Background: an optimization exercise with open tools, aiming at small area. Do not read the settings as production practice. The RTL was checked by simulation tests, not by an equivalence proof against the original design. Power figures rest on the tool's default switching activity, not on a simulated workload.

[design.v]
module tamagotchi_top (
    input        clk,
    input        reset,        
    input        btn_salud,    
    input        btn_ali,      
    input        btn_reset,    
    input        btn_test,     
    input        ult,          
    input        gyro,         
    output       rs,
    output       rw,
    output       enable,
    output [7:0] data,
    output [6:0] seg_display,
    output       clk_out,
    output       an,
    output       tstled
);
    reg [4:0] div;
    always @(posedge clk) begin
        if (!reset) div <= 5'd0;
        else        div <= div + 5'd1;
    end
    assign clk_out = div[4];
    assign enable  = div[2];
    wire lcd_tick = (div[2:0] == 3'b011);
    wire [3:0] display_out;
    wire [1:0] display_out2;
    tamagotchi_fsm U_tamagotchi (
        .clk(clk),
        .reset(reset),
        .div(div),
        .btn_salud(btn_salud),
        .btn_ali(btn_ali),
        .ult(ult),
        .gyro(gyro),
        .btn_reset(btn_reset),
        .btn_test(btn_test),
        .display_out(display_out),
        .display_out2(display_out2),
        .seg_display(seg_display),
        .an(an),
        .tstled(tstled)
    );
    bucleEspera U_bucleEspera (
        .clk(clk),
        .reset(reset),
        .tick(lcd_tick),
        .select_figures(display_out),
        .sleep(display_out2),
        .rs(rs),
        .rw(rw),
        .data(data)
    );
endmodule
module tamagotchi_fsm (
    input wire btn_salud,
    input wire btn_ali,
    input wire ult,
    input wire gyro,
    input wire btn_reset,
    input wire btn_test,
    input wire clk,
    input wire reset,    
    input wire [4:0] div,    
    output wire [3:0] display_out,
    output reg  [1:0] display_out2,
    output wire [6:0] seg_display,
    output wire an,
    output wire tstled
    );
    localparam [3:0] LV1 = 4'd12;
    localparam [3:0] LV2 = 4'd8;
    localparam [3:0] LV3 = 4'd0;
    localparam [3:0] LV4 = 4'd1;
    localparam [3:0] LV5 = 4'd2;
    localparam [3:0] LV6 = 4'd5;
    localparam [3:0] LV7 = 4'd10;
    localparam [3:0] LV8 = 4'd4;
    localparam [3:0] LV9 = 4'd9;
    localparam [3:0] LV10 = 4'd3;
    localparam [3:0] LVX = 4'd6;    
    localparam [15:0] LT5_TABLE = 16'h1103;    
    localparam [15:0] GE5_TABLE = 16'h063c;    
    localparam [15:0] SEG0_TABLE = 16'hf8c2;    
    localparam [15:0] SEG1_TABLE = 16'he8e4;    
    localparam [15:0] SEG2_TABLE = 16'he9c0;    
    localparam [15:0] SEG3_TABLE = 16'hfcca;    
    localparam [15:0] SEG4_TABLE = 16'hfec7;    
    localparam [15:0] SEG5_TABLE = 16'hfdc1;    
    localparam [15:0] SEG6_TABLE = 16'hfcc0;    
    function [3:0] lvl_inc; input [3:0] t; lvl_inc = {t[2:0], ~(t[3] ^ t[0])}; endfunction
    function [3:0] lvl_dec; input [3:0] t; lvl_dec = {~(t[0] ^ t[1]), t[3:1]}; endfunction
    function [4:0] step5;
        input [4:0] t;
        step5 = {t[3:0], ~(t[4] ^ t[2])};
    endfunction
    function [7:0] step8;
        input [7:0] t;
        step8 = {t[6:0], ~(t[7] ^ t[5] ^ t[4] ^ t[3]) ^ (t[6:0] == 7'h7f)};
    endfunction
    localparam [4:0] T24 = 5'b10100;
    localparam [7:0] T6 = 8'h3D, T12 = 8'h43;
    reg [3:0] lvl0, lvl1, lvl2, lvl3;
    reg [4:0] tmr0, tmr1, tmr2, tmr3;
    reg [7:0] timer_diversion2, timer_energia2;
    reg energia_tst, diversion_tst;    
    reg test_mode, dead_mode;
    reg d3, d1, d0;                    
    reg [3:0] seg_lvl;                 
    reg S_l, A_l, U_l, G_l, R_l, T_l, tm_l, dm_l, d2_l;
    wire d2 = GE5_TABLE[seg_lvl];
    assign display_out = {d3, d2, d1, d0};
    assign an = 1'b0;
    assign tstled = ~test_mode;
    wire R = ~btn_reset;
    wire T = ~btn_test;
    wire S = ~btn_salud;
    wire A = ~btn_ali;
    wire U = ult;
    wire G = ~gyro;             
    wire tick  = (div == 5'd15);                  
    wire lane0 = (div == 5'd16);                  
    wire lane1 = (div == 5'd17);                  
    wire lane2 = (div == 5'd18);                  
    wire proc  = tick | lane0 | lane1 | lane2;
    wire c_tm = tick ? test_mode : tm_l;
    wire c_dm = tick ? dead_mode : dm_l;
    wire c_R  = tick ? R : R_l;
    wire c_T  = tick ? T : T_l;
    wire c_d2 = tick ? d2 : d2_l;
    wire [3:0] c_disp = {d3, c_d2, d1, d0};
    wire c_nrm = ~c_dm & ~c_tm;
    wire [3:0] L = lvl0;
    wire [4:0] M = tmr0;
    wire L1  = (L == LV1);
    wire lt5 = LT5_TABLE[L];
    wire n10 = (L != LV10);
    wire tmr_end = (M == T24);
    wire tv_ok = ~(timer_diversion2[7:2] == 6'd0 && timer_diversion2[1:0] != 2'b10);    
    wire te_ok = ~(timer_energia2[7:2] == 6'd0 && timer_energia2[1:0] != 2'b10);
    wire tv_fire = c_tm & U_l & (diversion_tst ? c_disp == 4'b0111 : c_disp == 4'b0011) & tv_ok;
    wire te_fire = c_tm & G & (energia_tst ? c_disp == 4'b0101 : c_disp == 4'b0001) & te_ok;
    reg set1, set10, inc, dec, run;
    always @(*) begin
        set1 = 1'b0; set10 = 1'b0; inc = 1'b0;
        dec = ~c_tm & tmr_end & ~L1;
        run = ~c_tm;
        case (div[1:0])
            2'd0: begin      
                set1  = c_tm & S_l & ~L1 & (c_disp == 4'b0100);
                set10 = c_tm & S_l & L1 & (c_disp == 4'b0000);
                inc = c_nrm & S_l & (lt5 ? c_disp == 4'b0000 : n10 & c_disp == 4'b0100);
            end
            2'd1: begin      
                set1  = c_tm & A_l & ~L1 & (c_disp == 4'b0110);
                set10 = c_tm & A_l & L1 & (c_disp == 4'b0010);
                inc = c_nrm & A_l & (lt5 ? c_disp == 4'b0010 : n10 & c_disp == 4'b0110);
            end
            2'd2: begin      
                set1  = tv_fire & diversion_tst;
                set10 = tv_fire & ~diversion_tst;
                inc = c_nrm & U_l & (timer_diversion2 == T6) &
                      (lt5 ? c_disp == 4'b0011 : n10 & c_disp == 4'b0111);
            end
            default: begin   
                set1  = te_fire & energia_tst;
                set10 = te_fire & ~energia_tst;
                inc = c_nrm & G & (display_out2 == 2'b01) & (timer_energia2 == T12) & n10;
                run = ~c_tm & ~G & ~c_dm;
                dec = run & tmr_end & ~L1;
            end
        endcase
    end
    reg [3:0] L_next;
    reg [4:0] M_next;
    always @(*) begin
        if (set1)        L_next = LV1;
        else if (set10)  L_next = LV10;
        else if (dec)    L_next = lvl_dec(L);
        else if (inc)    L_next = lvl_inc(L);
        else if (c_T)    L_next = LV1;
        else if (c_R)    L_next = LV8;
        else             L_next = L;
        if (run)         M_next = (tmr_end | L1) ? 5'd0 : step5(M);
        else if (c_R)    M_next = 5'd0;
        else             M_next = M;
    end
    wire all1 = (lvl0 == LV1) & (lvl1 == LV1) & (lvl2 == LV1) & (lvl3 == LV1);
    always @(posedge clk) begin
        if (!reset) begin
            lvl0 <= LV3; lvl1 <= LV5; lvl2 <= LV6; lvl3 <= LV4;
            tmr0 <= 5'd0; tmr1 <= 5'd0; tmr2 <= 5'd0; tmr3 <= 5'd0;
        end else begin
            lvl0 <= lvl1; lvl1 <= lvl2; lvl2 <= lvl3;
            tmr0 <= tmr1; tmr1 <= tmr2; tmr2 <= tmr3;
            lvl3 <= proc ? L_next : lvl0;
            tmr3 <= proc ? M_next : tmr0;
        end
    end
    always @(posedge clk) begin
        if (tick) begin
            S_l <= S; A_l <= A; U_l <= U; G_l <= G; R_l <= R; T_l <= T;
            tm_l <= test_mode; dm_l <= dead_mode; d2_l <= d2;
        end
    end
    always @(posedge clk) begin
        if (!reset) begin
            timer_diversion2 <= 0;
            timer_energia2 <= 0;
            d3 <= 1'b1; d1 <= 1'b0; d0 <= 1'b0;
            display_out2 <= 2'b00;
            dead_mode <= 1'b0;
            test_mode <= 1'b0;
            seg_lvl <= LVX;
            energia_tst <= 1'b0;
            diversion_tst <= 1'b0;
        end else begin
            if (tick) begin
                if (T)                            test_mode <= 1'b1;
                else if (R)                       test_mode <= 1'b0;
                if (all1 & ~test_mode)            dead_mode <= 1'b1;
                else if (R | T)                   dead_mode <= 1'b0;
                if (~test_mode & ~G)              display_out2 <= dead_mode ? 2'b11 : 2'b00;
                else if (~dead_mode & ~test_mode & G) display_out2 <= 2'b01;
                else if (R | T)                   display_out2 <= 2'b00;
                case (display_out[1:0])
                    2'b00: seg_lvl <= lvl1;
                    2'b01: seg_lvl <= lvl0;
                    2'b10: seg_lvl <= lvl2;
                    default: seg_lvl <= lvl3;
                endcase
                if (te_fire | inc)  timer_energia2 <= 8'd0;
                else if (G & (test_mode | ~dead_mode))        timer_energia2 <= step8(timer_energia2);
                if (te_fire)                      energia_tst <= ~energia_tst;
                else if (R)                       energia_tst <= 1'b0;
            end
            if (lane2) begin
                if (tv_fire | inc)  timer_diversion2 <= 8'd0;
                else if (U_l & (tm_l | ~dm_l))    timer_diversion2 <= step8(timer_diversion2);
                if (tv_fire)                      diversion_tst <= ~diversion_tst;
                else if (R_l)                     diversion_tst <= 1'b0;
                if ((tm_l | ~dm_l) & G_l)         {d3, d1, d0} <= 3'b001;
                else if ((tm_l | ~dm_l) & U_l)    {d3, d1, d0} <= 3'b011;
                else if ((tm_l | ~dm_l) & A_l)    {d3, d1, d0} <= 3'b010;
                else if ((tm_l | ~dm_l) & S_l)    {d3, d1, d0} <= 3'b000;
                else if (R_l)                     {d3, d1, d0} <= 3'b100;
            end
        end
    end
    assign seg_display = {SEG6_TABLE[seg_lvl], SEG5_TABLE[seg_lvl], SEG4_TABLE[seg_lvl], SEG3_TABLE[seg_lvl],
                          SEG2_TABLE[seg_lvl], SEG1_TABLE[seg_lvl], SEG0_TABLE[seg_lvl]};
endmodule
module bucleEspera (
    input clk,
    input reset,                  
    input tick,                   
    input [3:0] select_figures,
    input [1:0] sleep,
    output reg rs,
    output rw,
    output reg [7:0] data
);
localparam M_INIT   = 3'd0;   
localparam M_CC0    = 3'd1;   
localparam M_SV     = 3'd2;   
localparam M_CREATE = 3'd3;   
localparam M_CC1    = 3'd4;   
localparam M_SCW    = 3'd5;   
localparam M_WAIT   = 3'd6;   
localparam C_ZERO = 3'd2, C_FELIZ = 3'd3, C_TRISTE = 3'd1, C_NEUTRO = 3'd0,
           C_DORMIDO = 3'd4, C_MUERTO = 3'd5;
localparam L_ZERO = 3'd0, L_SALUD = 3'd6, L_ENERGIA = 3'd2, L_COMIDA = 3'd5,
           L_DIVERSION = 3'd4, L_ZZZ = 3'd3, L_MUERTE = 3'd7;
reg [2:0] mode;
reg [5:0] n;
reg t;
reg change;
reg [2:0] sel1, sel2;
wire [4:0] row;
glyph_rom U_rom (.s1(sel1), .s2(sel2), .n(n), .ch(change), .q(row));
assign rw = 1'b0;
always @(*) begin
    rs = 1'b0;
    data = 8'h00;
    case (mode)
        M_INIT: case (n[1:0])
            2'd1: data = 8'h38;
            2'd2: data = 8'h0C;
            2'd3: data = 8'h01;
            default: data = 8'h00;
        endcase
        M_CC0, M_SV: data = 8'h01;
        M_CREATE: if (!t) data = {2'b01, n[5:3], 3'b000};
                  else begin rs = 1'b1; data = {3'b000, row}; end
        M_CC1: data = 8'h0C;
        M_SCW: if (!t) data = {1'b1, n[2], 3'b000, change, n[1:0]};
               else begin rs = 1'b1; data = {5'b00000, n[2:0]}; end
        M_WAIT: if (!t) rs = 1'b1;
                else data = 8'hC4;
        default: ;
    endcase
end
always @(posedge clk) begin
    if (!reset) begin
        mode <= M_INIT;
        n <= 6'd0;
        t <= 1'b0;
        change <= 1'b0;
        sel1 <= C_ZERO;
        sel2 <= L_ZERO;
    end else if (tick) begin
        case (mode)
            M_INIT: begin
                if (n[1:0] == 2'd3) begin
                    mode <= M_CC0; n <= 6'd0;
                end else n <= n + 6'd1;
            end
            M_CC0: begin
                mode <= M_SV;
                if (sleep == 2'b01) begin
                    sel1 <= C_DORMIDO; sel2 <= L_ZZZ;
                end else if (sleep == 2'b11) begin
                    sel1 <= C_MUERTO; sel2 <= L_MUERTE;
                end else begin
                    case (select_figures[3:2])
                        2'b01: sel1 <= C_FELIZ;
                        2'b00: sel1 <= C_TRISTE;
                        2'b10: sel1 <= C_NEUTRO;
                        default: ;
                    endcase
                    if (select_figures[3:2] == 2'b10) sel2 <= L_ZERO;
                    else case (select_figures[1:0])
                        2'b00: sel2 <= L_SALUD;
                        2'b01: sel2 <= L_ENERGIA;
                        2'b10: sel2 <= L_COMIDA;
                        default: sel2 <= L_DIVERSION;
                    endcase
                end
            end
            M_SV: begin
                mode <= M_CREATE; n <= 6'd0; t <= 1'b0;
            end
            M_CREATE: begin
                if (!t) t <= 1'b1;
                else if (n == 6'd62) begin
                    mode <= M_CC1; n <= 6'd0; t <= 1'b0;
                end else begin
                    n <= n + 6'd1;
                    if (n[2:0] == 3'd7) t <= 1'b0;
                end
            end
            M_CC1: begin
                mode <= M_SCW; n <= 6'd0; t <= 1'b0;
            end
            M_SCW: begin
                if (!t) t <= 1'b1;
                else begin
                    t <= 1'b0;
                    if (n[2:0] == 3'd7) begin
                        mode <= M_WAIT; n <= 6'd0; change <= ~change;
                    end else n <= n + 6'd1;
                end
            end
            M_WAIT: begin
                if (!t) begin
                    if (n == 6'd25) begin
                        mode <= M_CC0; n <= 6'd0;
                    end else t <= 1'b1;
                end else begin
                    t <= 1'b0; n <= n + 6'd1;
                end
            end
            default: mode <= M_INIT;
        endcase
    end
end
endmodule
module glyph_rom(s1, s2, n, ch, q);
  input [2:0] s1;
  wire [2:0] s1;
  input [2:0] s2;
  wire [2:0] s2;
  input [5:0] n;
  wire [5:0] n;
  input ch;
  wire ch;
  output [4:0] q;
  wire [4:0] q;
  wire _000_;
  wire _001_;
  wire _002_;
  wire _003_;
  wire _004_;
  wire _005_;
  wire _006_;
  wire _007_;
  wire _008_;
  wire _009_;
  wire _010_;
  wire _011_;
  wire _012_;
  wire _013_;
  wire _014_;
  wire _015_;
  wire _016_;
  wire _017_;
  wire _018_;
  wire _019_;
  wire _020_;
  wire _021_;
  wire _022_;
  wire _023_;
  wire _024_;
  wire _025_;
  wire _026_;
  wire _027_;
  wire _028_;
  wire _029_;
  wire _030_;
  wire _031_;
  wire _032_;
  wire _033_;
  wire _034_;
  wire _035_;
  wire _036_;
  wire _037_;
  wire _038_;
  wire _039_;
  wire _040_;
  wire _041_;
  wire _042_;
  wire _043_;
  wire _044_;
  wire _045_;
  wire _046_;
  wire _047_;
  wire _048_;
  wire _049_;
  wire _050_;
  wire _051_;
  wire _052_;
  wire _053_;
  wire _054_;
  wire _055_;
  wire _056_;
  wire _057_;
  wire _058_;
  wire _059_;
  wire _060_;
  wire _061_;
  wire _062_;
  wire _063_;
  wire _064_;
  wire _065_;
  wire _066_;
  wire _067_;
  wire _068_;
  wire _069_;
  wire _070_;
  wire _071_;
  wire _072_;
  wire _073_;
  wire _074_;
  wire _075_;
  wire _076_;
  wire _077_;
  wire _078_;
  wire _079_;
  wire _080_;
  wire _081_;
  wire _082_;
  wire _083_;
  wire _084_;
  wire _085_;
  wire _086_;
  wire _087_;
  wire _088_;
  wire _089_;
  wire _090_;
  wire _091_;
  wire _092_;
  wire _093_;
  wire _094_;
  wire _095_;
  wire _096_;
  wire _097_;
  wire _098_;
  wire _099_;
  wire _100_;
  wire _101_;
  wire _102_;
  wire _103_;
  wire _104_;
  wire _105_;
  wire _106_;
  wire _107_;
  wire _108_;
  wire _109_;
  wire _110_;
  wire _111_;
  wire _112_;
  wire _113_;
  wire _114_;
  wire _115_;
  wire _116_;
  wire _117_;
  wire _118_;
  wire _119_;
  wire _120_;
  wire _121_;
  wire _122_;
  wire _123_;
  wire _124_;
  wire _125_;
  wire _126_;
  wire _127_;
  wire _128_;
  wire _129_;
  wire _130_;
  wire _131_;
  wire _132_;
  wire _133_;
  wire _134_;
  wire _135_;
  wire _136_;
  wire _137_;
  wire _138_;
  wire _139_;
  wire _140_;
  wire _141_;
  wire _142_;
  wire _143_;
  wire _144_;
  wire _145_;
  wire _146_;
  wire _147_;
  wire _148_;
  wire _149_;
  wire _150_;
  wire _151_;
  wire _152_;
  wire _153_;
  wire _154_;
  wire _155_;
  wire _156_;
  wire _157_;
  wire _158_;
  wire _159_;
  wire _160_;
  wire _161_;
  wire _162_;
  wire _163_;
  wire _164_;
  wire _165_;
  wire _166_;
  wire _167_;
  wire _168_;
  wire _169_;
  wire _170_;
  wire _171_;
  wire _172_;
  wire _173_;
  wire _174_;
  wire _175_;
  wire _176_;
  wire _177_;
  wire _178_;
  wire _179_;
  wire _180_;
  wire _181_;
  wire _182_;
  wire _183_;
  wire _184_;
  wire _185_;
  wire _186_;
  wire _187_;
  wire _188_;
  wire _189_;
  wire _190_;
  wire _191_;
  wire _192_;
  wire _193_;
  wire _194_;
  wire _195_;
  wire _196_;
  wire _197_;
  wire _198_;
  wire _199_;
  wire _200_;
  wire _201_;
  wire _202_;
  wire _203_;
  wire _204_;
  wire _205_;
  wire _206_;
  wire _207_;
  wire _208_;
  wire _209_;
  wire _210_;
  wire _211_;
  wire _212_;
  wire _213_;
  wire _214_;
  wire _215_;
  wire _216_;
  wire _217_;
  wire _218_;
  wire _219_;
  wire _220_;
  wire _221_;
  wire _222_;
  wire _223_;
  wire _224_;
  wire _225_;
  wire _226_;
  wire _227_;
  wire _228_;
  wire _229_;
  wire _230_;
  wire _231_;
  wire _232_;
  wire _233_;
  wire _234_;
  wire _235_;
  wire _236_;
  wire _237_;
  wire _238_;
  wire _239_;
  wire _240_;
  wire _241_;
  wire _242_;
  wire _243_;
  wire _244_;
  wire _245_;
  wire _246_;
  wire _247_;
  wire _248_;
  wire _249_;
  wire _250_;
  wire _251_;
  wire _252_;
  wire _253_;
  wire _254_;
  wire _255_;
  wire _256_;
  wire _257_;
  wire _258_;
  wire _259_;
  wire _260_;
  wire _261_;
  wire _262_;
  wire _263_;
  wire _264_;
  wire _265_;
  wire _266_;
  wire _267_;
  wire _268_;
  wire _269_;
  wire _270_;
  wire _271_;
  wire _272_;
  wire _273_;
  wire _274_;
  wire _275_;
  wire _276_;
  wire _277_;
  wire _278_;
  wire _279_;
  wire _280_;
  wire _281_;
  wire _282_;
  wire _283_;
  wire _284_;
  wire _285_;
  wire _286_;
  wire _287_;
  wire _288_;
  wire _289_;
  wire _290_;
  wire _291_;
  wire _292_;
  wire _293_;
  wire _294_;
  wire _295_;
  wire _296_;
  wire _297_;
  wire _298_;
  wire _299_;
  wire _300_;
  wire _301_;
  wire _302_;
  wire _303_;
  wire _304_;
  wire _305_;
  wire _306_;
  wire _307_;
  wire _308_;
  wire _309_;
  wire _310_;
  wire _311_;
  wire _312_;
  wire _313_;
  wire _314_;
  wire _315_;
  wire _316_;
  wire _317_;
  wire _318_;
  wire _319_;
  wire _320_;
  wire _321_;
  wire _322_;
  wire _323_;
  wire _324_;
  wire _325_;
  wire _326_;
  wire _327_;
  wire _328_;
  wire _329_;
  wire _330_;
  wire _331_;
  wire _332_;
  wire _333_;
  wire _334_;
  wire _335_;
  wire _336_;
  wire _337_;
  wire _338_;
  wire _339_;
  wire _340_;
  wire _341_;
  wire _342_;
  wire _343_;
  wire _344_;
  wire _345_;
  wire _346_;
  wire _347_;
  wire _348_;
  wire _349_;
  wire _350_;
  wire _351_;
  wire _352_;
  wire _353_;
  wire _354_;
  wire _355_;
  wire _356_;
  wire _357_;
  wire _358_;
  wire _359_;
  wire _360_;
  wire _361_;
  wire _362_;
  wire _363_;
  wire _364_;
  wire _365_;
  wire _366_;
  wire _367_;
  wire _368_;
  wire _369_;
  wire _370_;
  wire _371_;
  wire _372_;
  wire _373_;
  wire _374_;
  wire _375_;
  wire _376_;
  wire _377_;
  wire _378_;
  wire _379_;
  wire _380_;
  wire _381_;
  wire _382_;
  wire _383_;
  wire _384_;
  wire _385_;
  wire _386_;
  wire _387_;
  wire _388_;
  wire _389_;
  wire _390_;
  wire _391_;
  wire _392_;
  wire _393_;
  wire _394_;
  wire _395_;
  wire _396_;
  wire _397_;
  wire _398_;
  wire _399_;
  wire _400_;
  wire _401_;
  wire _402_;
  wire _403_;
  wire _404_;
  assign _090_ = 4'h8 >> { n[0], n[1] };
  assign _100_ = 4'h8 >> { _090_, n[2] };
  assign _111_ = 4'h1 >> n[4:3];
  assign _122_ = 4'h8 >> n[4:3];
  assign _133_ = 4'h1 >> { _122_, _111_ };
  assign _144_ = 4'h8 >> { _133_, n[5] };
  assign _155_ = 4'h8 >> { _144_, _100_ };
  assign _166_ = 4'h2 >> { _155_, s2[0] };
  assign _176_ = 4'h4 >> n[4:3];
  assign _187_ = 4'h8 >> { n[5], n[2] };
  assign _198_ = 4'h4 >> { n[0], n[1] };
  assign _209_ = 4'h8 >> { _198_, n[5] };
  assign _220_ = 4'h1 >> { n[0], n[1] };
  assign _231_ = 4'h8 >> { _220_, n[2] };
  assign _241_ = 4'h1 >> { _231_, _209_ };
  assign _252_ = 4'h1 >> { _241_, _187_ };
  assign _263_ = 4'h4 >> { n[5], n[2] };
  assign _274_ = 4'h8 >> { _263_, n[1] };
  assign _285_ = 4'h1 >> { n[5], n[2] };
  assign _296_ = 4'h8 >> { _285_, _198_ };
  assign _306_ = 4'h1 >> { _296_, _274_ };
  assign _317_ = 4'h4 >> { _306_, _252_ };
  assign _328_ = 4'h2 >> { _317_, _176_ };
  assign _339_ = 4'h2 >> { _328_, _166_ };
  assign _348_ = 4'h2 >> n[4:3];
  assign _349_ = 4'h4 >> { _348_, _285_ };
  assign _350_ = 4'h2 >> { _349_, _339_ };
  assign _351_ = 4'h4 >> { n[5], n[0] };
  assign _352_ = 4'h1 >> { _351_, n[4] };
  assign _353_ = 4'h4 >> { n[4], n[0] };
  assign _354_ = 4'h2 >> { _353_, n[1] };
  assign _355_ = 4'h4 >> { _354_, _352_ };
  assign _356_ = 4'h2 >> { _355_, s2[0] };
  assign _357_ = 4'h1 >> { _356_, _350_ };
  assign _358_ = 4'h2 >> n[3:2];
  assign _359_ = 4'h8 >> { _358_, _355_ };
  assign _360_ = 4'h2 >> { _359_, _357_ };
  assign _361_ = 4'h4 >> n[3:2];
  assign _362_ = 4'h2 >> { n[0], n[1] };
  assign _363_ = 4'h8 >> { _362_, _361_ };
  assign _364_ = 4'h8 >> { _363_, n[4] };
  assign _365_ = 4'h2 >> { n[1], n[2] };
  assign _366_ = 4'h2 >> { _187_, _176_ };
  assign _367_ = 4'h8 >> { _348_, _209_ };
  assign _368_ = 4'h1 >> { _367_, _366_ };
  assign _369_ = 4'h2 >> { _368_, _365_ };
  assign _370_ = 4'h1 >> { _369_, _364_ };
  assign _371_ = 4'h4 >> { _370_, _360_ };
  assign _372_ = 4'h4 >> { _366_, _090_ };
  assign _373_ = 4'h4 >> { _372_, _306_ };
  assign _374_ = 4'h2 >> { n[5], n[2] };
  assign _375_ = 4'h8 >> { _374_, _348_ };
  assign _376_ = 4'h8 >> { _375_, _198_ };
  assign _377_ = 4'h1 >> { _376_, s2[0] };
  assign _378_ = 4'h4 >> { _377_, _373_ };
  assign _379_ = 4'h1 >> { n[4], n[0] };
  assign _380_ = 4'h2 >> { n[5], n[1] };
  assign _381_ = 4'h8 >> { _380_, _361_ };
  assign _382_ = 4'h4 >> { _381_, _379_ };
  assign _383_ = 4'h4 >> { _361_, n[1] };
  assign _384_ = 4'h4 >> n[5:4];
  assign _385_ = 4'h8 >> { _384_, n[0] };
  assign _386_ = 4'h8 >> { _385_, _383_ };
  assign _387_ = 4'h1 >> { _386_, _382_ };
  assign _388_ = 4'h8 >> { _387_, _378_ };
  assign _389_ = 4'h8 >> { ch, s2[2] };
  assign _390_ = 4'h4 >> { _389_, s2[1] };
  assign _391_ = 4'h4 >> { _390_, _388_ };
  assign _392_ = 4'h4 >> { _391_, _371_ };
  assign _393_ = 4'h2 >> s2[2:1];
  assign _394_ = 4'h8 >> { _393_, ch };
  assign _395_ = 4'h2 >> { _365_, n[4] };
  assign _396_ = 4'h1 >> { _395_, s2[0] };
  assign _397_ = 4'h2 >> { _396_, _394_ };
  assign _398_ = 4'h1 >> { _374_, _351_ };
  assign _399_ = 4'h1 >> { _398_, n[3] };
  assign _400_ = 4'h4 >> { _399_, s2[0] };
  assign _401_ = 4'h1 >> { n[5], n[3] };
  assign _402_ = 4'h8 >> { n[5], n[3] };
  assign _403_ = 4'h1 >> { _402_, _401_ };
  assign _404_ = 4'h8 >> { _220_, n[5] };
  assign _000_ = 4'h1 >> { _404_, _252_ };
  assign _001_ = 4'h2 >> { _000_, _403_ };
  assign _002_ = 4'h1 >> { _001_, _400_ };
  assign _003_ = 4'h4 >> { _403_, n[2] };
  assign _004_ = 4'h2 >> { _003_, _002_ };
  assign _005_ = 4'h2 >> { _004_, _351_ };
  assign _006_ = 4'h8 >> { _380_, s2[0] };
  assign _007_ = 4'h8 >> { _006_, _363_ };
  assign _008_ = 4'h8 >> { _374_, n[3] };
  assign _009_ = 4'h8 >> { _008_, n[0] };
  assign _010_ = 4'h2 >> { s2[0], n[0] };
  assign _011_ = 4'h8 >> { _010_, _401_ };
  assign _012_ = 4'h1 >> { _011_, _009_ };
  assign _013_ = 4'h4 >> { _012_, _007_ };
  assign _014_ = 4'h4 >> { _013_, _005_ };
  assign _015_ = 4'h2 >> { _014_, _397_ };
  assign _016_ = 4'h4 >> { _209_, s1[1] };
  assign _017_ = 4'h4 >> { s1[0], n[0] };
  assign _018_ = 4'h2 >> s1[1:0];
  assign _019_ = 4'h1 >> { _018_, n[2] };
  assign _020_ = 4'h1 >> { _019_, _017_ };
  assign _021_ = 4'h4 >> { _020_, _016_ };
  assign _022_ = 4'h4 >> { _021_, _380_ };
  assign _023_ = 4'h2 >> { _022_, _176_ };
  assign _024_ = 4'h1 >> { _023_, s1[2] };
  assign _025_ = 4'h4 >> { _111_, n[2] };
  assign _026_ = 4'h2 >> { _025_, n[5] };
  assign _027_ = 4'h1 >> { _026_, n[0] };
  assign _028_ = 4'h8 >> { _348_, _100_ };
  assign _029_ = 4'h1 >> { n[4], n[2] };
  assign _030_ = 4'h2 >> { _029_, n[3] };
  assign _031_ = 4'h2 >> { _030_, _220_ };
  assign _032_ = 4'h8 >> { _176_, _090_ };
  assign _033_ = 4'h8 >> { n[4], n[2] };
  assign _034_ = 4'h8 >> { _033_, _198_ };
  assign _035_ = 4'h1 >> { _034_, _032_ };
  assign _036_ = 4'h4 >> { _035_, _031_ };
  assign _037_ = 4'h4 >> { _036_, _028_ };
  assign _038_ = 4'h4 >> { _037_, _027_ };
  assign _039_ = 4'h1 >> { _374_, _263_ };
  assign _040_ = 4'h8 >> { s1[0], n[1] };
  assign _041_ = 4'h4 >> { _040_, _039_ };
  assign _042_ = 4'h2 >> { _041_, _038_ };
  assign _043_ = 4'h8 >> { _041_, n[0] };
  assign _044_ = 4'h2 >> { _043_, s1[2] };
  assign _045_ = 4'h4 >> { _044_, _042_ };
  assign _046_ = 4'h1 >> { _045_, _024_ };
  assign _047_ = 4'h8 >> { _220_, s1[1] };
  assign _048_ = 4'h1 >> { _047_, s1[2] };
  assign _049_ = 4'h4 >> { _048_, _383_ };
  assign _050_ = 4'h1 >> { _049_, _122_ };
  assign _051_ = 4'h2 >> { _050_, _038_ };
  assign _052_ = 4'h4 >> { _380_, n[2] };
  assign _053_ = 4'h8 >> { _052_, _348_ };
  assign _054_ = 4'h8 >> { _383_, n[4] };
  assign _055_ = 4'h8 >> { n[0], n[2] };
  assign _056_ = 4'h4 >> { _055_, _122_ };
  assign _057_ = 4'h1 >> { _056_, n[5] };
  assign _058_ = 4'h4 >> { _057_, _054_ };
  assign _059_ = 4'h4 >> { _058_, _053_ };
  assign _060_ = 4'h2 >> { s1[2], s1[0] };
  assign _061_ = 4'h2 >> { _060_, s1[1] };
  assign _062_ = 4'h1 >> { _061_, ch };
  assign _063_ = 4'h4 >> { _062_, _059_ };
  assign _064_ = 4'h4 >> { _063_, _051_ };
  assign _065_ = 4'h4 >> { _064_, _046_ };
  assign _066_ = 4'h2 >> { _285_, _122_ };
  assign _067_ = 4'h2 >> { _066_, _339_ };
  assign _068_ = 4'h8 >> { _389_, s2[1] };
  assign _069_ = 4'h8 >> { _285_, _090_ };
  assign _070_ = 4'h2 >> { _069_, _133_ };
  assign _071_ = 4'h8 >> { _404_, _361_ };
  assign _072_ = 4'h1 >> { _071_, _052_ };
  assign _073_ = 4'h2 >> { _072_, _070_ };
  assign _074_ = 4'h2 >> n[5:4];
  assign _075_ = 4'h8 >> { _074_, n[0] };
  assign _076_ = 4'h8 >> { _353_, n[1] };
  assign _077_ = 4'h8 >> { _076_, n[5] };
  assign _078_ = 4'h1 >> { _077_, _075_ };
  assign _079_ = 4'h2 >> { _078_, _361_ };
  assign _080_ = 4'h8 >> { _198_, _176_ };
  assign _081_ = 4'h8 >> { _080_, _187_ };
  assign _082_ = 4'h1 >> { _081_, s2[0] };
  assign _083_ = 4'h4 >> { _082_, _079_ };
  assign _084_ = 4'h4 >> { _083_, _073_ };
  assign _085_ = 4'h2 >> { _084_, _068_ };
  assign _086_ = 4'h4 >> { _085_, _067_ };
  assign _087_ = 4'h4 >> { _402_, n[1] };
  assign _088_ = 4'h1 >> { _008_, _274_ };
  assign _089_ = 4'h4 >> { _088_, _087_ };
  assign _091_ = 4'h4 >> { _394_, s2[0] };
  assign _092_ = 4'h8 >> { _091_, n[4] };
  assign _093_ = 4'h4 >> { _092_, _089_ };
  assign _094_ = 4'h1 >> { _093_, _086_ };
  assign _095_ = 4'h4 >> { _094_, _065_ };
  assign _096_ = 4'h4 >> { _095_, _015_ };
  assign q[3] = 4'hb >> { _096_, _392_ };
  assign _097_ = 4'h4 >> { _187_, n[0] };
  assign _098_ = 4'h8 >> { _198_, s1[2] };
  assign _099_ = 4'h4 >> { _098_, _187_ };
  assign _101_ = 4'h1 >> { _099_, _097_ };
  assign _102_ = 4'h1 >> { _101_, s1[0] };
  assign _103_ = 4'h1 >> { _187_, _090_ };
  assign _104_ = 4'h2 >> { _103_, _045_ };
  assign _105_ = 4'h4 >> { _220_, s1[0] };
  assign _106_ = 4'h1 >> { _105_, _252_ };
  assign _107_ = 4'h4 >> { _106_, _104_ };
  assign _108_ = 4'h1 >> { _107_, _102_ };
  assign _109_ = 4'h8 >> { _209_, s1[0] };
  assign _110_ = 4'h1 >> { _055_, _220_ };
  assign _112_ = 4'h1 >> { s1[1], n[0] };
  assign _113_ = 4'h2 >> { _112_, _365_ };
  assign _114_ = 4'h1 >> { _113_, _110_ };
  assign _115_ = 4'h1 >> { _114_, _109_ };
  assign _116_ = 4'h1 >> { _115_, s1[2] };
  assign _117_ = 4'h2 >> { _116_, _070_ };
  assign _118_ = 4'h4 >> { _117_, _108_ };
  assign _119_ = 4'h1 >> { _220_, n[5] };
  assign _120_ = 4'h1 >> { _119_, _231_ };
  assign _121_ = 4'h4 >> { _120_, _144_ };
  assign _123_ = 4'h2 >> { _121_, _062_ };
  assign _124_ = 4'h4 >> { _123_, _118_ };
  assign _125_ = 4'h1 >> { _001_, _100_ };
  assign _126_ = 4'h1 >> { _125_, n[3] };
  assign _127_ = 4'h1 >> { n[0], n[2] };
  assign _128_ = 4'h4 >> { _127_, _403_ };
  assign _129_ = 4'h8 >> { _348_, _198_ };
  assign _130_ = 4'h1 >> { _404_, _385_ };
  assign _131_ = 4'h4 >> { _130_, _129_ };
  assign _132_ = 4'h4 >> { _131_, _128_ };
  assign _134_ = 4'h4 >> { _132_, _126_ };
  assign _135_ = 4'h8 >> { _134_, _366_ };
  assign _136_ = 4'h2 >> { _135_, _166_ };
  assign _137_ = 4'h8 >> { _252_, _122_ };
  assign _138_ = 4'h8 >> { n[1], n[2] };
  assign _139_ = 4'h8 >> { _138_, _351_ };
  assign _140_ = 4'h1 >> { _139_, _069_ };
  assign _141_ = 4'h2 >> { _140_, _176_ };
  assign _142_ = 4'h8 >> { _383_, n[0] };
  assign _143_ = 4'h1 >> { _142_, s2[0] };
  assign _145_ = 4'h4 >> { _143_, _141_ };
  assign _146_ = 4'h4 >> { _145_, _137_ };
  assign _147_ = 4'h2 >> { _146_, _068_ };
  assign _148_ = 4'h4 >> { _147_, _136_ };
  assign _149_ = 4'h1 >> { _011_, _006_ };
  assign _150_ = 4'h1 >> { _149_, _013_ };
  assign _151_ = 4'h2 >> { _150_, _002_ };
  assign _152_ = 4'h2 >> { _151_, _397_ };
  assign _153_ = 4'h1 >> { _032_, _363_ };
  assign _154_ = 4'h1 >> n[5:4];
  assign _156_ = 4'h1 >> { _154_, _033_ };
  assign _157_ = 4'h4 >> { _156_, _153_ };
  assign _158_ = 4'h1 >> { _033_, _029_ };
  assign _159_ = 4'h2 >> { n[5], n[3] };
  assign _160_ = 4'h1 >> { _159_, _158_ };
  assign _161_ = 4'h1 >> { _160_, _166_ };
  assign _162_ = 4'h1 >> { _161_, _157_ };
  assign _163_ = 4'h4 >> { _090_, n[4] };
  assign _164_ = 4'h1 >> { _158_, _076_ };
  assign _165_ = 4'h4 >> { _164_, _163_ };
  assign _167_ = 4'h2 >> { _165_, _378_ };
  assign _168_ = 4'h2 >> { _167_, _390_ };
  assign _169_ = 4'h4 >> { _168_, _162_ };
  assign _170_ = 4'h1 >> { _169_, _152_ };
  assign _171_ = 4'h4 >> { _170_, _148_ };
  assign q[2] = 4'hb >> { _171_, _124_ };
  assign _172_ = 4'h8 >> { _384_, _363_ };
  assign _173_ = 4'h8 >> { _052_, _372_ };
  assign _174_ = 4'h8 >> { _361_, _090_ };
  assign _175_ = 4'h8 >> { _174_, _074_ };
  assign _177_ = 4'h1 >> { _175_, _173_ };
  assign _178_ = 4'h8 >> { _177_, _166_ };
  assign _179_ = 4'h4 >> { _178_, _357_ };
  assign _180_ = 4'h1 >> { _179_, _358_ };
  assign _181_ = 4'h1 >> { _180_, _137_ };
  assign _182_ = 4'h4 >> { _375_, n[1] };
  assign _183_ = 4'h1 >> { _182_, s2[0] };
  assign _184_ = 4'h1 >> { _380_, _209_ };
  assign _185_ = 4'h1 >> { _184_, n[3] };
  assign _186_ = 4'h8 >> { _374_, _362_ };
  assign _188_ = 4'h1 >> { _186_, _185_ };
  assign _189_ = 4'h2 >> { _188_, n[4] };
  assign _190_ = 4'h2 >> { _189_, _183_ };
  assign _191_ = 4'h1 >> { _190_, _379_ };
  assign _192_ = 4'h4 >> { _191_, _181_ };
  assign _193_ = 4'h1 >> { _192_, _172_ };
  assign _194_ = 4'h2 >> { _193_, _390_ };
  assign _195_ = 4'h8 >> { _112_, _358_ };
  assign _196_ = 4'h2 >> { _021_, _348_ };
  assign _197_ = 4'h1 >> { _196_, _195_ };
  assign _199_ = 4'h4 >> { _197_, _134_ };
  assign _200_ = 4'h1 >> { _199_, _045_ };
  assign _201_ = 4'h2 >> { _198_, n[5] };
  assign _202_ = 4'h2 >> { _201_, s1[2] };
  assign _203_ = 4'h2 >> { _202_, n[4] };
  assign _204_ = 4'h8 >> { s1[0], n[4] };
  assign _205_ = 4'h2 >> { _204_, _056_ };
  assign _206_ = 4'h1 >> { _403_, s1[2] };
  assign _207_ = 4'h1 >> { _206_, _128_ };
  assign _208_ = 4'h4 >> { _207_, _205_ };
  assign _210_ = 4'h4 >> { _208_, _203_ };
  assign _211_ = 4'h8 >> { _111_, n[1] };
  assign _212_ = 4'h4 >> { _074_, n[1] };
  assign _213_ = 4'h1 >> { _212_, _211_ };
  assign _214_ = 4'h8 >> { _213_, _062_ };
  assign _215_ = 4'h4 >> { _214_, _210_ };
  assign _216_ = 4'h4 >> { _215_, _200_ };
  assign _217_ = 4'h1 >> { _164_, _156_ };
  assign _218_ = 4'h1 >> { _075_, _384_ };
  assign _219_ = 4'h4 >> { _263_, n[1] };
  assign _221_ = 4'h2 >> { _219_, _218_ };
  assign _222_ = 4'h1 >> { _221_, _138_ };
  assign _223_ = 4'h1 >> { _222_, _217_ };
  assign _224_ = 4'h8 >> { _091_, _133_ };
  assign _225_ = 4'h4 >> { _224_, _223_ };
  assign _226_ = 4'h2 >> { _072_, _353_ };
  assign _227_ = 4'h8 >> { _129_, _285_ };
  assign _228_ = 4'h1 >> { _227_, _172_ };
  assign _229_ = 4'h8 >> { _228_, _082_ };
  assign _230_ = 4'h4 >> { _229_, _226_ };
  assign _232_ = 4'h2 >> { _230_, _068_ };
  assign _233_ = 4'h1 >> { _232_, _225_ };
  assign _234_ = 4'h1 >> { _233_, _350_ };
  assign _235_ = 4'h8 >> { _006_, _394_ };
  assign _236_ = 4'h8 >> { _235_, _188_ };
  assign _237_ = 4'h1 >> { _236_, _234_ };
  assign _238_ = 4'h4 >> { _237_, _216_ };
  assign q[1] = 4'hb >> { _238_, _194_ };
  assign _239_ = 4'h8 >> { _119_, _066_ };
  assign _240_ = 4'h1 >> { _071_, _367_ };
  assign _242_ = 4'h4 >> { _240_, _239_ };
  assign _243_ = 4'h4 >> { _242_, _173_ };
  assign _244_ = 4'h4 >> { _243_, _360_ };
  assign _245_ = 4'h1 >> { _138_, _198_ };
  assign _246_ = 4'h2 >> { _245_, _366_ };
  assign _247_ = 4'h1 >> { _172_, _053_ };
  assign _248_ = 4'h4 >> { _247_, _246_ };
  assign _249_ = 4'h8 >> { _248_, _183_ };
  assign _250_ = 4'h2 >> { _249_, _390_ };
  assign _251_ = 4'h4 >> { _250_, _244_ };
  assign _253_ = 4'h4 >> { _156_, n[3] };
  assign _254_ = 4'h4 >> { _253_, _134_ };
  assign _255_ = 4'h2 >> { _156_, _134_ };
  assign _256_ = 4'h1 >> { _018_, _231_ };
  assign _257_ = 4'h4 >> { _018_, _090_ };
  assign _258_ = 4'h1 >> { _257_, s1[2] };
  assign _259_ = 4'h4 >> { _258_, _256_ };
  assign _260_ = 4'h1 >> { _122_, _100_ };
  assign _261_ = 4'h4 >> { _260_, _259_ };
  assign _262_ = 4'h8 >> { _261_, _402_ };
  assign _264_ = 4'h1 >> { _380_, _353_ };
  assign _265_ = 4'h8 >> { _264_, _062_ };
  assign _266_ = 4'h4 >> { _265_, _003_ };
  assign _267_ = 4'h4 >> { _266_, _262_ };
  assign _268_ = 4'h4 >> { _267_, _255_ };
  assign _269_ = 4'h4 >> { _268_, _254_ };
  assign _270_ = 4'h2 >> { n[0], n[3] };
  assign _271_ = 4'h2 >> { _270_, _052_ };
  assign _272_ = 4'h1 >> { _271_, _139_ };
  assign _273_ = 4'h1 >> { _231_, n[1] };
  assign _275_ = 4'h8 >> { _273_, _399_ };
  assign _276_ = 4'h2 >> { _275_, _272_ };
  assign _277_ = 4'h2 >> { _276_, _224_ };
  assign _278_ = 4'h1 >> { _174_, _008_ };
  assign _279_ = 4'h8 >> { _263_, _090_ };
  assign _280_ = 4'h1 >> { _279_, _404_ };
  assign _281_ = 4'h1 >> { _280_, n[3] };
  assign _282_ = 4'h8 >> { _281_, _033_ };
  assign _283_ = 4'h8 >> { _218_, _174_ };
  assign _284_ = 4'h1 >> { _375_, s2[0] };
  assign _286_ = 4'h4 >> { _284_, _283_ };
  assign _287_ = 4'h4 >> { _286_, _282_ };
  assign _288_ = 4'h1 >> { _287_, _178_ };
  assign _289_ = 4'h1 >> { _288_, _278_ };
  assign _290_ = 4'h8 >> { _296_, _133_ };
  assign _291_ = 4'h8 >> { _288_, _278_ };
  assign _292_ = 4'h1 >> { _291_, _290_ };
  assign _293_ = 4'h4 >> { _292_, _289_ };
  assign _294_ = 4'h2 >> { _052_, _166_ };
  assign _295_ = 4'h2 >> { _294_, _068_ };
  assign _297_ = 4'h4 >> { _295_, _293_ };
  assign _298_ = 4'h1 >> { _297_, _277_ };
  assign _299_ = 4'h4 >> { _298_, _269_ };
  assign q[0] = 4'hb >> { _299_, _251_ };
  assign _300_ = 4'h1 >> { _008_, s2[1] };
  assign _301_ = 4'h1 >> { _300_, _287_ };
  assign _302_ = 4'h2 >> { _285_, s2[1] };
  assign _303_ = 4'h1 >> { _186_, _372_ };
  assign _304_ = 4'h1 >> { _303_, _089_ };
  assign _305_ = 4'h8 >> { _074_, _198_ };
  assign _307_ = 4'h1 >> { _305_, _071_ };
  assign _308_ = 4'h4 >> { _307_, _304_ };
  assign _309_ = 4'h1 >> { _308_, _302_ };
  assign _310_ = 4'h1 >> { _309_, _301_ };
  assign _311_ = 4'h8 >> { _231_, _144_ };
  assign _312_ = 4'h4 >> { _279_, _111_ };
  assign _313_ = 4'h1 >> { _138_, _362_ };
  assign _314_ = 4'h2 >> { _313_, _074_ };
  assign _315_ = 4'h1 >> { _314_, _312_ };
  assign _316_ = 4'h4 >> { _315_, _311_ };
  assign _318_ = 4'h2 >> { _316_, _310_ };
  assign _319_ = 4'h2 >> { _318_, _178_ };
  assign _320_ = 4'h4 >> { _310_, _178_ };
  assign _321_ = 4'h2 >> { _320_, _389_ };
  assign _322_ = 4'h4 >> { _321_, _319_ };
  assign _323_ = 4'h8 >> { _201_, _176_ };
  assign _324_ = 4'h2 >> { _119_, n[3] };
  assign _325_ = 4'h8 >> { _324_, _089_ };
  assign _326_ = 4'h1 >> { _325_, _323_ };
  assign _327_ = 4'h8 >> { s1[2], s1[0] };
  assign _329_ = 4'h8 >> { _327_, _365_ };
  assign _330_ = 4'h2 >> { _329_, _261_ };
  assign _331_ = 4'h1 >> { _330_, _326_ };
  assign _332_ = 4'h8 >> { _003_, _385_ };
  assign _333_ = 4'h8 >> { _080_, _374_ };
  assign _334_ = 4'h1 >> { _333_, _227_ };
  assign _335_ = 4'h4 >> { _334_, _332_ };
  assign _336_ = 4'h4 >> { _335_, _331_ };
  assign _337_ = 4'h2 >> { _336_, _062_ };
  assign _338_ = 4'h8 >> { _187_, n[3] };
  assign _340_ = 4'h2 >> { _338_, _272_ };
  assign _341_ = 4'h1 >> { _340_, s2[0] };
  assign _342_ = 4'h1 >> { _270_, _008_ };
  assign _343_ = 4'h2 >> { _342_, _006_ };
  assign _344_ = 4'h1 >> { _343_, _281_ };
  assign _345_ = 4'h4 >> { _344_, _341_ };
  assign _346_ = 4'h2 >> { _345_, _397_ };
  assign _347_ = 4'h1 >> { _346_, _337_ };
  assign q[4] = 4'hb >> { _347_, _322_ };
endmodule
[flow/run.sh]
#!/bin/bash
# Layout: the standard ORFS flow, with the port buffers made of buf_1
# cells and a clock tree of clkbuf_8 cells without dummy loads.
# ORFS writes each step's full log under orfs/logs/; make's own output
# goes to flow.log.
set -euo pipefail
bash standard.sh \
  "BUFFER_PORTS_ARGS=-buffer_cell sky130_fd_sc_hd__buf_1" \
  "CTS_ARGS=-sink_clustering_enable -repair_clock_nets -buf_list sky130_fd_sc_hd__clkbuf_8 -root_buf sky130_fd_sc_hd__clkbuf_8 -sink_clustering_size 20 -sink_clustering_max_diameter 60 -dont_use_dummy_load" \
  finish > flow.log 2>&1
[standard.sh]
#!/bin/bash
# synth_recipe.tcl (not shown) runs the flow's synth.tcl, then flattens the netlist and writes it again
# the make line also repeats each setting of config.mk as NAME=value (left out here)
make -C /OpenROAD-flow-scripts/flow DESIGN_CONFIG=/design/flow/config.mk WORK_HOME=/design/flow/orfs CLKGATE_MAP_FILE= SYNTH_SCRIPT=/design/flow/synth_recipe.tcl "${@:-finish}"
[config.mk]
export PLATFORM = sky130hd
export DESIGN_NAME = tamagotchi_top
export DESIGN_NICKNAME = tamagotchi_top
export VERILOG_FILES = /design/flow/design.v
export SDC_FILE = /design/flow/constraint.sdc
export NUM_CORES = 4
export LEC_CHECK = 0
export ABC_AREA = 1
export CAP_MARGIN = 20
export CORE_MARGIN = 2
export CORE_UTILIZATION = 40
export SLEW_MARGIN = 20
[constraint.sdc]
create_clock -name core_clock -period 10.0 [get_ports {clk}]
set_input_delay 2.0000 -clock core_clock [delete_from_list [all_inputs] [get_ports {clk}]]
set_output_delay 2.0000 -clock core_clock [all_outputs]
set_load 0.01 [all_outputs]
==> results of run 1 <==
-- report_power, final --
part           total [W]  switching [W]  internal, W
combinational  0.0000474      0.0000330    0.0000144
sequential      0.000395     0.00000648     0.000389
clock           0.000207       0.000126    0.0000810
total           0.000650       0.000166     0.000484
-- critical path, cell delays in order, from the launching register on --
cell	delay [ns]
dfxtp_1	0.70
clkinv_1	0.60
ha_1	0.51
inv_1	0.13
o21ai_0	0.15
inv_1	0.11
nand4_1	0.11
nand2_1	0.21
o21ai_0	0.15
nand2_1	0.09
nand2_1	0.11
nand3_1	0.12
nand2_1	0.06
nand2_1	0.06
nand2_1	0.04
buf_1	0.14
-- logic make-up after synthesis --
group / Yosys count / share of synthesized area
other: 1 / 0.000564
AND/OR/NAND/NOR: 465 / 0.303
XOR/XNOR: 7 / 0.00922
AO/OA/AOI/OAI: 244 / 0.209
buffers and inverters: 179 / 0.110
adder cells (fa/ha/maj): 39 / 0.0734
flip-flops: 96 / 0.295
-- sequential cells by signal, indices dropped and copies added (netlist names), 2 cells and up --
name                           flops
U_tamagotchi.tmr0                  5
U_bucleEspera.mode                 3
U_tamagotchi.seg_lvl               4
U_tamagotchi.display_out2          2
U_bucleEspera.sel1                 3
U_tamagotchi.timer_energia2        8
U_tamagotchi.tmr2                  5
U_tamagotchi.lvl1                  4
U_tamagotchi.lvl0                  4
U_tamagotchi.timer_diversion2      8
U_tamagotchi.tmr3                  5
U_tamagotchi.lvl3                  4
div                                5
U_bucleEspera.n                    6
U_bucleEspera.sel2                 3
U_tamagotchi.tmr1                  5
U_tamagotchi.lvl2                  4
-- layer usage --
layer  vias up  wire length [µm]  track usage
met5         -                 0            0
met4         0              1210        0.144
met3        86              1580       0.0395
met2       326              9810        0.395
met1      3244              9700        0.337
li1       3425                 -            -
-- stage by stage --
stage	setup slack (ns)	power [W]
final	4.33	0.000650
after global routing	4.13	0.000678
after CTS	4.43	0.000657
after detailed placement	4.82	0.000451
after global placement	4.62	0.000451
after floorplan	5.73	0.000435
-- layout make-up --
type	instances	area [µm²]
inverters	153	579
repair buffers	29	121
well taps	220	275
multi-input cells	757	3960
fillers	1827	9390
clock buffers	9	124
flip-flops and latches	96	1960
-- final timing paths --
path	from	to	slack, ns	cells after the start
worst min register to register	U_tamagotchi.tmr3[4]$_SDFF_PN0_	U_tamagotchi.tmr2[4]$_SDFF_PN0_	0.40	2
worst max register to register	div[0]$_SDFF_PN0_	U_tamagotchi.timer_diversion2[5]$_SDFFE_PN0P_	6.58	15
worst min-delay path	U_tamagotchi.tmr3[4]$_SDFF_PN0_	U_tamagotchi.tmr2[4]$_SDFF_PN0_	0.40	2
worst max-delay path	U_bucleEspera.n[4]$_SDFFE_PN0P_	data[2]	4.33	15
-- cell usage in the layout, fill, tap and decap left out, types with 5 or more instances in the layout --
cell and n:
ha_1 39, o21ai_1 10, a31oi_1 12, nor3_1 11, buf_1 25, nor2_1 109, nor2_2 5, nand2_2 5
xor2_1 5, inv_2 11, a21oi_1 79, nand2_1 238, clkbuf_8 9, o21ai_0 92, or2_2 5, nand4_1 12
nand3_1 59, dfxtp_1 92, inv_1 137, o211ai_1 15, nor4_1 5, a211oi_1 5
==> flow_summary_export.csv, run 1 <==
group,metric,value,unit
die,core_area,16400,µm²
layout,final_area,7020,µm²
timing,finalHoldViolCount,0,
synthesis,synth_cells,1031,
synthesis,synth_common_cells,"nand2_1, inv_1, nor2_1",
synthesis,yosysWarningCount,3,
synthesis,synth_seq_area_share,0.295,
synthesis,synth.distinct_cells,54,
grt,grt_pass1_vias,6456,
grt,gr-total-overflow,0,
layout,drive_gt1_frac,0.0517,
placed_design,dpl-instance-area,6890,µm²
synthesis,synth_edf_count,4,
grt,track_usage,0.254,
critical_path,cp_max_fo,14,
placed_design,numPortBuffers,26,
route,ant_nets,0,
critical_path,startpoint_type,"flip-flop",
timing,fin_crit,5.67,ns
synthesis,synth_area_leaders,"dfxtp_1, nand2_1, inv_1",
grt,grt_max_degree,57,
grt,grt_first_pass_wirelength,35300,µm
route,routed_wl,22300,µm
critical_path,end_kind,"primary output",
placed_design,gp_congestion,1.02,
layout,diodes,0,
route,drc_errors,0,
cts,h-tree-depth,3,
cts,clk_latency,0.39,ns
timing,hold_ws,0.397,ns
cts,cts_tree,"built",
timing,rsz0062_at_grt,"false",
synthesis,synth_top_area_share,0.277,
synthesis,synthFlopType,"dfxtp_1",
synthesis,synth_most_common_cell,"nand2_1",
grt,antenna_found_initial,0,
timing,worst_pin_slew,0.961,ns
critical_path,setup.worst_path.class,"reg -> out",
die,die_area,17700,µm²
hold_path,min_path_type,"reg -> reg",
power,leakagePower,3.12,nW
power,power_per_cell_area,92.6,nW/µm²
route,num_vias,7081,
synthesis,async_flop_share,0,
cts,clock_path_buffers,2,
placed_design,dpl.cell_count,1255,
timing,slew_headroom,0.359,
critical_path,worstPathArrival,3.67,ns
synthesis,synthesis.area,6650,µm²
die,initial_utilization,0.405,
die,die_w,133,µm
timing,setup_viol,0,
critical_path,cp.required,8.00,ns
timing,min_period_over_period,0.567,
cts,cts-resized-gates,0,
timing,fin_skew,0.0396,ns
route,via_per_inst,5.60,
cts,cts_setup_buffers,0,
die,io_pins,29,
status,status,"finished clean",
layout,nets,1093,
route,wl_per_cell,17.6,µm
layout,finalNonFillerCells,1264,
layout,post-route-util,0.428,
cts,clkTransAtPathRegs,0.10,ns
die,rows,47,
power,irDropWorstVdd,0.0998,mV
cts,postCtsHoldBufs,0,
layout,area_delta_synth_final,5.57,%
synthesis,ys_seq_elements,96,
flow_run,cap_violations,0,
route,drt_iter0_drc,873,
cts,clock_sinks,96,
route,drt-pass1-iter-count,6,
cts,cts_made_buffers,9,
cts,root_buffer,"clkbuf_8",
placed_design,dp_hpwl,17000,µm
synthesis,synth_top_area_cell,"dfxtp_1",
synthesis,avgSynthCellArea,6.45,µm²
timing,drv_slew,0,
die,die_y,133,µm
timing,fin_setup_tns,0,ns
timing,max_freq,176,MHz
==> run 2, diff against run 1 <==
==> flow/run.sh (replaced) <==
#!/bin/bash
# Layout: the standard ORFS flow, with three changes:
#  1. after the standard synthesis, the combinational logic between the
#     registers is re-optimised and re-mapped with Yosys/ABC (&deepsyn, then
#     amap); the registers (names and cells) are left exactly as the standard
#     synthesis made them, and the new netlist is used only if Yosys proves
#     it equivalent to the standard one (otherwise the standard one is kept);
#  2. the port buffers are buf_1 cells;
#  3. the clock tree is built of clkbuf_8 cells, without dummy loads.
# Each tool writes its full output to a log here: synth.log, remap.log,
# equiv.log, flow.log, and ORFS's per-step logs under orfs/logs/.
set -euo pipefail
W=$(pwd)
YOSYS=$FLOW_HOME/../tools/install/yosys/bin/yosys
LIB=$FLOW_HOME/platforms/sky130hd/lib/sky130_fd_sc_hd__tt_025C_1v80.lib
R=$W/orfs/results/sky130hd/tamagotchi_top/base

bash standard.sh synth > synth.log 2>&1
cp $R/1_2_yosys.v $W/std_netlist.v

printf 'strash\n&get -n\n&deepsyn -T 90\n&put\ndch -f\namap\n' > $W/remap.abc
DU="-dont_use *probe* -dont_use *lpflow* -dont_use *clkbuf* -dont_use *dly* -dont_use *buf_* -dont_use *sdf* -dont_use *edf* -dont_use *df* -dont_use *dl*"
if $YOSYS -l remap.log -p "read_liberty -ignore_miss_func -ignore_miss_dir $LIB; \
    blackbox sky130_fd_sc_hd__dfxtp_1 sky130_fd_sc_hd__dfxtp_2 sky130_fd_sc_hd__dfxtp_4 sky130_fd_sc_hd__edfxtp_1 sky130_fd_sc_hd__conb_1; \
    read_verilog $W/std_netlist.v; hierarchy -top $FLOW_TOP; flatten; opt -purge; \
    abc -liberty $LIB $DU -script $W/remap.abc; opt_clean -purge; \
    hilomap -hicell sky130_fd_sc_hd__conb_1 HI -locell sky130_fd_sc_hd__conb_1 LO; \
    splitnets; opt_clean -purge; \
    write_verilog -noattr -noexpr -nohex -nodec $W/remap_netlist.v" > /dev/null 2>&1 \
  && $YOSYS -l equiv.log -p "read_liberty -ignore_miss_func -ignore_miss_dir $LIB; \
    read_verilog $W/std_netlist.v; rename $FLOW_TOP gold; read_verilog $W/remap_netlist.v; rename $FLOW_TOP gate; \
    flatten gold gate; techmap; opt_clean; async2sync; equiv_make gold gate eq; hierarchy -top eq; \
    equiv_simple -seq 2; equiv_induct -seq 2; equiv_status -assert" > /dev/null 2>&1 \
  && ! grep -q "assign" $W/remap_netlist.v
then
  echo "remapped netlist used" > remap_result.txt
  cp $W/remap_netlist.v $R/1_2_yosys.v
  rm -f $R/1_synth.odb $R/1_synth.sdc
else
  echo "standard netlist kept" > remap_result.txt
fi

bash standard.sh \
  "BUFFER_PORTS_ARGS=-buffer_cell sky130_fd_sc_hd__buf_1" \
  "CTS_ARGS=-sink_clustering_enable -repair_clock_nets -buf_list sky130_fd_sc_hd__clkbuf_8 -root_buf sky130_fd_sc_hd__clkbuf_8 -sink_clustering_size 20 -sink_clustering_max_diameter 60 -dont_use_dummy_load" \
  finish > flow.log 2>&1
==> run 2 against run 1 <==
Register-to-register slack barely moved. First-iteration DRC count is the same. Synthesized area did not move. Worst hold slack unchanged. Critical endpoint unchanged. Still clean on timing, DRC and antenna. Wire length did not move. Global-route usage unchanged. Highest routed layer unchanged. Total power did not move. Worst setup slack unchanged. Sequential share of layout area unchanged. Utilization stayed put. Critical path depth unchanged.
==> flow_summary_export.csv, run 2 <==
group,metric,value,unit
status,status,"finished clean",
synthesis,synth_top_family_by_area,"simple AND/OR/NAND/NOR gates",
cts,clock_sinks,96,
die,core_area,16400,µm²
grt,track_usage,0.254,
timing,setup_viol,0,
route,wl_per_cell,17.6,µm
power,power_per_cell_area,92.6,nW/µm²
timing,slew_headroom,0.359,
synthesis,synthMuxAreaShare,0,
layout,nets,1093,
flow_run,cap_violations,0,
critical_path,setup.worst_path.class,"reg -> out",
synthesis,synth_xor_xnor_area_share,0.00922,
synthesis,synth_area_leaders,"dfxtp_1, nand2_1, inv_1",
cts,cts_setup_buffers,0,
grt,grt_max_degree,57,
timing,fin_skew,0.0396,ns
timing,drv_slew,0,
placed_design,dp_hpwl,17000,µm
timing,rsz0062_at_grt,"false",
timing,finalHoldViolCount,0,
synthesis,synth_fa_ha_area_frac,0.0734,
timing,worst_pin_slew,0.961,ns
layout,drive_gt1_frac,0.0517,
critical_path,crit_family,"buffers and inverters",
synthesis,synth.distinct_cells,54,
die,die_w,133,µm
critical_path,crit_chain,"clkinv_1, ha_1, inv_1, o21ai_0, inv_1, nand4_1, nand2_1, o21ai_0, nand2_1, nand2_1, nand3_1, nand2_1, nand2_1, nand2_1, buf_1",
route,drt_iter0_drc,873,
synthesis,ys_seq_elements,96,
layout,finalNonFillerCells,1264,
cts,cts-resized-gates,0,
synthesis,synth_seq_area_share,0.295,
die,rows,47,
placed_design,dpl.cell_count,1255,
critical_path,startpoint_type,"flip-flop",
timing,min_period_over_period,0.567,
layout,post-route-util,0.428,
critical_path,cp_num_buf_inv,4,
hold_path,min_from,"U_tamagotchi.tmr3[4]$_SDFF_PN0_",
synthesis,synth_edf_count,4,
placed_design,numPortBuffers,26,
cts,cts_tree,"built",
route,routed_wl,22300,µm
route,drt-pass1-iter-count,6,
synthesis,synthesis.area,6650,µm²
grt,antenna_found_initial,0,
layout,diodes,0,
route,via_per_inst,5.60,
die,die_y,133,µm
placed_design,dpl-instance-area,6890,µm²
die,die_area,17700,µm²
critical_path,r2r_slack,6.58,ns
synthesis,synth_compound_area_frac,0.209,
layout,reg_top3,"U_tamagotchi.timer_diversion2: 8 flops, U_tamagotchi.timer_energia2: 8 flops, U_bucleEspera.n: 6 flops",
grt,gr-total-overflow,0,
placed_design,gp_congestion,1.02,
route,num_vias,7081,
synthesis,synth_most_common_cell,"nand2_1",
power,p_total,0.000650,W
timing,fin_setup_tns,0,ns
cts,h-tree-depth,3,
critical_path,cp_common_cell,"nand2_1",
critical_path,crit_path_max_incr_delay,0.70,ns
layout,final_common_cell,"nand2_1",
layout,area_delta_synth_final,5.57,%
synthesis,synth_top_area_share,0.277,
critical_path,crit_start,"U_bucleEspera.n[4]$_SDFFE_PN0P_",
cts,root_buffer,"clkbuf_8",
grt,grt_first_pass_wirelength,35300,µm
route,ant_nets,0,
die,initial_utilization,0.405,
cts,clk_latency,0.39,ns
critical_path,worstPathArrival,3.67,ns
synthesis,synth_top_area_cell,"dfxtp_1",
cts,clkTransAtPathRegs,0.10,ns
cts,clock_path_buffers,2,
synthesis,synth_cells,1031,
critical_path,cp.required,8.00,ns
synthesis,synthFlopType,"dfxtp_1",
critical_path,rr_startpoint,"div[0]$_SDFF_PN0_",
critical_path,end_kind,"primary output",
route,drc_errors,0,
cts,cts_made_buffers,9,
grt,grt_pass1_vias,6456,
synthesis,synth_common_cells,"nand2_1, inv_1, nor2_1",
critical_path,cp_max_fo,14,
synthesis,async_flop_share,0,
synthesis,avgSynthCellArea,6.45,µm²
layout,layout_common_cells,"nand2_1, inv_1, nor2_1, dfxtp_1, o21ai_0",
power,irDropWorstVdd,0.0998,mV
synthesis,synth-simple-area-share,0.303,
timing,fin_crit,5.67,ns
timing,max_freq,176,MHz
layout,final_area,7020,µm²
hold_path,min_path_type,"reg -> reg",
die,io_pins,29,
power,leakagePower,3.12,nW
synthesis,yosysWarningCount,3,
cts,postCtsHoldBufs,0,
critical_path,slowest_stage,"dfxtp_1",
-- run 2: worst min-delay path, delay by kind of cell (launching register included) --
kind,cells,cell delay [ns]
simple gates,1,0.05
buf+inv,1,0.03
flops,1,0.30
-- run 2: kinds of logic (layout without fill, tap and decap cells) --
group                      after synthesis  count (layout)
AOI/OAI and AO/OA                      244             244
xor gates and xnor gates                 7               7
adders and majority gates               39              39
buffers and inverters                  179             191
DFF                                     96              96
other                                    1               2
and+or+nand+nor                        465             465
-- run 2: final timing paths --
check             depth (start not counted)                                             to
setup reg to reg                         15  U_tamagotchi.timer_diversion2[5]$_SDFFE_PN0P_
hold reg to reg                           2                U_tamagotchi.tmr2[4]$_SDFF_PN0_
setup / recovery                         15                                        data[2]
hold / removal                            2                U_tamagotchi.tmr2[4]$_SDFF_PN0_
-- run 2: layout make-up --
type / count / area, µm²
fill: 1827 / 9390
multi-input combinational: 757 / 3960
sequential: 96 / 1960
tap: 220 / 275
inverter: 153 / 579
timing repair buffer: 29 / 121
clock buffer: 9 / 124
-- run 2: through the flow --
step | hold slack, ns | setup WS [ns]
after detailed placement | 0.399 | 4.82
after floorplan | 0.390 | 5.73
after global placement | 0.392 | 4.62
final | 0.397 | 4.33
after global routing | 0.416 | 4.13
after CTS | 0.390 | 4.43
-- run 2: power by group --
part	switching, W	leakage (nW)	internal, W	total (W)
registers	0.00000648	0.781	0.000389	0.000395
clock network	0.000126	0.0647	0.0000810	0.000207
logic	0.0000330	2.28	0.0000144	0.0000474
-- run 2: per-layer routing --
layer	wire length, µm	up-vias	GRT usage
met2	9810	326	0.395
met5	0	-	0
met3	1580	86	0.0395
met1	9700	3244	0.337
li1	-	3425	-
met4	1210	0	0.144

## port drivers added, routing unchanged
No port has a modelled driver above. Below, the same layouts with a new extraction and two added sets of constraints.
Step 1 assumes that a clkbuf_16 drives the clock port and a buf_2 every other input.
Step 2 adds t to the input delays and takes it off the output delays; t is the mean of the earliest and latest rising clock arrival at the registers after step 1. Input paths then give back, and output paths get back, about the clock's delay inside the block.
Slacks: ideal / step 1 / step 2; pairs: ideal / step 1.
run | t, ns | setup WS [ns] | worst hold slack (ns) | cell pins on the clock port's net
run 1 | 0.410 | 4.331 / 4.292 / 4.702 | 0.397 / 0.397 / 0.397 | 1
run 2 | 0.410 | 4.331 / 4.292 / 4.702 | 0.397 / 0.397 / 0.397 | 1
After both steps every run listed still meets setup and hold.
